Context: an optimization exercise on an open-source flow, tuned for a short achievable clock period and few clock cycles. The choices shown serve that exercise and are no tape-out recipe. Function was checked by simulation only, so behaviour that the tests miss may differ from the original. Power and IR drop assume default switching activity.

old:
Design ARM, start of the top module:
module ARM (
    input clk,
    input rst,
    output [31:0] imem_addr,
    input [31:0] imem_data,
    output [17:0] SRAM_ADDR,
    output [15:0] SRAM_DQ_O,
    input [15:0] SRAM_DQ_I,
    output SRAM_WE_N
);
  wire adv;   
  reg  [31:0] pc;
  wire [31:0] pc4 = pc + 32'd4;
  wire        br_taken;
  reg  [31:0] e_target;
  always @(posedge clk)
    if (rst) pc <= 32'd0;
    else if (adv) pc <= br_taken ? e_target : pc4;
  assign imem_addr = pc;
  reg [31:0] d_inst, d_pc4;
  reg        d_valid;
  always @(posedge clk)
    if (rst) d_valid <= 1'b0;
    else if (adv) d_valid <= 1'b1;
  always @(posedge clk)
    if (adv) begin
      d_inst <= imem_data;
      d_pc4  <= pc4;
    end
  wire [3:0] d_cond = d_inst[31:28];
  wire [1:0] d_mode = d_inst[27:26];
  wire d_I = d_inst[25];
  wire [3:0] d_opc = d_inst[24:21];
  wire d_Sb = d_inst[20];
  wire [3:0] d_rn = d_inst[19:16];
  wire [3:0] d_rd = d_inst[15:12];
  wire [11:0] d_sh = d_inst[11:0];
  wire d_dp = d_valid & (d_mode == 2'b00);
  wire d_mem = d_valid & (d_mode == 2'b01) & (d_opc == 4'b0100);
  wire d_ldr = d_mem & d_Sb;
  wire d_str = d_mem & ~d_Sb;
  wire d_b = d_valid & (d_mode == 2'b10) & d_I;
  ...
export LEC_CHECK = 0
export CAP_MARGIN = 70
export CORE_MARGIN = 2
export CORE_UTILIZATION = 50
export PLACE_DENSITY = 0.68
export SETUP_SLACK_MARGIN = 0.4
export SLEW_MARGIN = 70
create_clock -name core_clock -period 21.0 [get_ports {clk}]
standard.sh (not shown) runs the stock make flow with config.mk's settings and CLKGATE_MAP_FILE= SYNTH_SCRIPT=/design/flow/synth_recipe.tcl, a recipe that flattens the netlist after the stock synthesis.
==> flow/flow/run.sh <==
#!/bin/bash
# The standard layout, with repair_timing asked to leave a large setup
# margin at the design's own clock period and constraints, so that it sizes
# and buffers the critical paths (the period is measured as period - slack).
set -euo pipefail
bash standard.sh SETUP_SLACK_MARGIN=16.5 finish > standard_flow.log 2>&1
Testbench counts of old, summed over its fixed seeds: cycles 43,485.
Edits applied to the flow inputs when going from old to new:
Settings: a change of CORE_UTILIZATION from 50 to 45; a change of PLACE_DENSITY from 0.68 to 0.62.
--- a/flow/flow/run.sh
+++ b/flow/flow/run.sh
@@ -4,3 +4,3 @@
 # and buffers the critical paths (the period is measured as period - slack).
 set -euo pipefail
-bash standard.sh SETUP_SLACK_MARGIN=16.5 finish > standard_flow.log 2>&1
+bash standard.sh SETUP_SLACK_MARGIN=15.8 finish > standard_flow.log 2>&1
Results
Between old and new, the number of buffers added to fix hold violations after cts does not differ in any meaningful way.
Final area for new is lower than for old.
Summary — net switching share of the total power, new relative to old: lower, by 0.35 points.
| combinational fraction of design power | higher: old |
Number of clock buffers inserted by TritonCTS for new is higher than for old.
Diff old -> new: routed wire length lost 21 mm; largest incremental delay on the critical path fell by 0.03 ns; wire length of the first global-routing pass has decreased; number of global-route vias before repair decreased 5.6%; non-clock buffer count shrank by 191.
Re total of fill cells in the finished design: new is 27% up on old.

## wip/harbor
ARM, a different RTL version from the one above (not shown whole).
For scale: ~5400 cells after synthesis, ~1000 flip-flops, roughly 120 I/O pins.
==> flow/config.mk <==
export PLATFORM = sky130hd
export DESIGN_NAME = ARM
export DESIGN_NICKNAME = ARM
export VERILOG_FILES = /design/flow/design.v
export SDC_FILE = /design/flow/constraint.sdc
export NUM_CORES = 4
export LEC_CHECK = 0
export CAP_MARGIN = 70
export CORE_MARGIN = 2
export CORE_UTILIZATION = 58
export PLACE_DENSITY = 0.74
export SETUP_SLACK_MARGIN = 0.4
export SLEW_MARGIN = 70
==> flow/constraint.sdc <==
create_clock -name core_clock -period 21.0 [get_ports {clk}]
set_input_delay 4.2000 -clock core_clock [delete_from_list [all_inputs] [get_ports {clk}]]
set_output_delay 4.2000 -clock core_clock [all_outputs]
set_load 0.01 [all_outputs]
==> flow/flow/run.sh <==
#!/bin/bash
# The standard layout, with repair_timing asked to leave a large setup
# margin at the design's own clock period and constraints, so that it sizes
# and buffers the critical paths (the period is measured as period - slack).
set -euo pipefail
bash standard.sh SETUP_SLACK_MARGIN=15.8 finish > standard_flow.log 2>&1
Testbench counts of wip/harbor, summed over its fixed seeds: cycles 43,485.
## Diff of input files: wip/raven against wip/harbor
# wip/harbor
export LEC_CHECK = 0
export CAP_MARGIN = 70
export CORE_MARGIN = 2
export CORE_UTILIZATION = 58
export PLACE_DENSITY = 0.74
export SETUP_SLACK_MARGIN = 0.4
export SLEW_MARGIN = 70
create_clock -name core_clock -period 21.0 [get_ports {clk}]
# wip/raven
export LEC_CHECK = 0
export CAP_MARGIN = 70
export CORE_MARGIN = 2
export CORE_UTILIZATION = 45
export PLACE_DENSITY = 0.85
export SETUP_SLACK_MARGIN = 0.4
export SLEW_MARGIN = 70
create_clock -name core_clock -period 21.0 [get_ports {clk}]
Notes after the runs:
- Hold slack (lower): wip/harbor
- Achievable clock frequency: wip/raven vs wip/harbor, no meaningful difference
- Re combinational group share of total power: wip/raven is 0.3 points up on wip/harbor.
- Between wip/harbor and wip/raven, the via total after detailed routing figures differ only marginally.
- From wip/harbor to wip/raven the numbers moved as follows: global-route wire length before repair went up by 1.1%; die span in x grew by about 13%; worst-margin pin slew shows a reduction of 56 ps.
- There was hardly any difference in power between wip/harbor and wip/raven.
- Compared with wip/harbor, wip/raven shows a higher first-pass iteration count of the detailed router.
Edits applied to the flow inputs when going from wip/raven to wip/maple:
# wip/raven
export LEC_CHECK = 0
export CAP_MARGIN = 70
export CORE_MARGIN = 2
export CORE_UTILIZATION = 45
export PLACE_DENSITY = 0.85
export SETUP_SLACK_MARGIN = 0.4
export SLEW_MARGIN = 70
create_clock -name core_clock -period 21.0 [get_ports {clk}]
# wip/maple
export LEC_CHECK = 0
export CAP_MARGIN = 70
export CORE_MARGIN = 2
export CORE_UTILIZATION = 50
export PLACE_DENSITY = 0.72
export SETUP_SLACK_MARGIN = 0.4
export SLEW_MARGIN = 70
create_clock -name core_clock -period 21.0 [get_ports {clk}]
Notes after the runs:
- On post-detailed-routing wire length, wip/maple does better than wip/raven.
- For wip/maple, the capture point of the worst path was SRAM_ADDR[13], unlike wip/raven, where it was imem_addr[6].
- Between wip/raven and wip/maple, the flow reports standard cell area after detailed placement decreasing slightly.
- Proportion of power drawn by combinational gates (higher): wip/raven
Setup changes, wip/maple to wip/umber
==> flow/run.sh (new file) <==
#!/bin/bash
# synth_recipe.tcl (not shown) runs the flow's synth.tcl, then flattens the netlist and writes it again
# the make line also repeats each setting of config.mk as NAME=value (left out here)
make -C /OpenROAD-flow-scripts/flow DESIGN_CONFIG=/design/flow/config.mk WORK_HOME=/design/flow/orfs CLKGATE_MAP_FILE= SYNTH_SCRIPT=/design/flow/synth_recipe.tcl finish
removed: flow/flow/run.sh
removed: flow/standard.sh
--- outcome ---
The power share of the clock group reported for wip/umber is greater than that of wip/maple by 0.2 points. A origin of the worst setup path of pc[4]$_SDFFE_PP0P_ is what wip/umber shows, while sa[13]$_DFF_P_ belongs to wip/maple. When wip/umber is set beside wip/maple, its total power turns out to be 0.33% larger. Against wip/maple, wip/umber comes in 0.38% lower on storage element area. Relative area of non-clock buffer cells in the final design: wip/umber vs wip/maple down 0.39 points. Diff wip/maple -> wip/umber: via count -625, power density over cell area increased by 1.2% relative to the old numbers, fraction of area in multi-input gates increased 0.15 points. Of wip/umber and wip/maple, it is wip/umber that has the higher fraction of the cycle the final worst path needs. On final clock skew, wip/umber does better than wip/maple. wip/umber: maximum frequency lower than wip/maple.

static timing again, ports no longer ideal:
How much do the figures lean on ideal ports? The routed layouts below were timed once more, with nothing changed but the port constraints. Step 1 assumes that a clkbuf_16 drives the clock port and a buf_2 every other input. Step 2 times the ports against the registers' clock, not the clock port: input delays grow and output delays shrink by t, the midpoint of the rising clock arrivals with the driver on. Three values: ideal ports, drivers, drivers and shift; two values: the first two.
run | t, ns | setup WS [ns] | slew at the worst register clock pin (ns)
old | 0.864 | 15.393 / 15.308 / 15.410 | 0.07 / 0.07
new | 0.846 | 15.441 / 15.357 / 15.062 | 0.09 / 0.09
wip/harbor | 0.793 | 15.582 / 15.510 / 15.037 | 0.07 / 0.07
wip/raven | 0.831 | 15.583 / 15.509 / 15.085 | 0.08 / 0.08
wip/maple | 0.825 | 15.586 / 15.514 / 15.054 | 0.07 / 0.07
wip/umber | 0.826 | 14.967 / 14.889 / 14.906 | 0.07 / 0.07
After both steps setup and hold are still met in every run listed. The setup slack of wip/harbor, which loses most, moves by -0.072 ns with the drivers and by -0.545 ns with both steps.
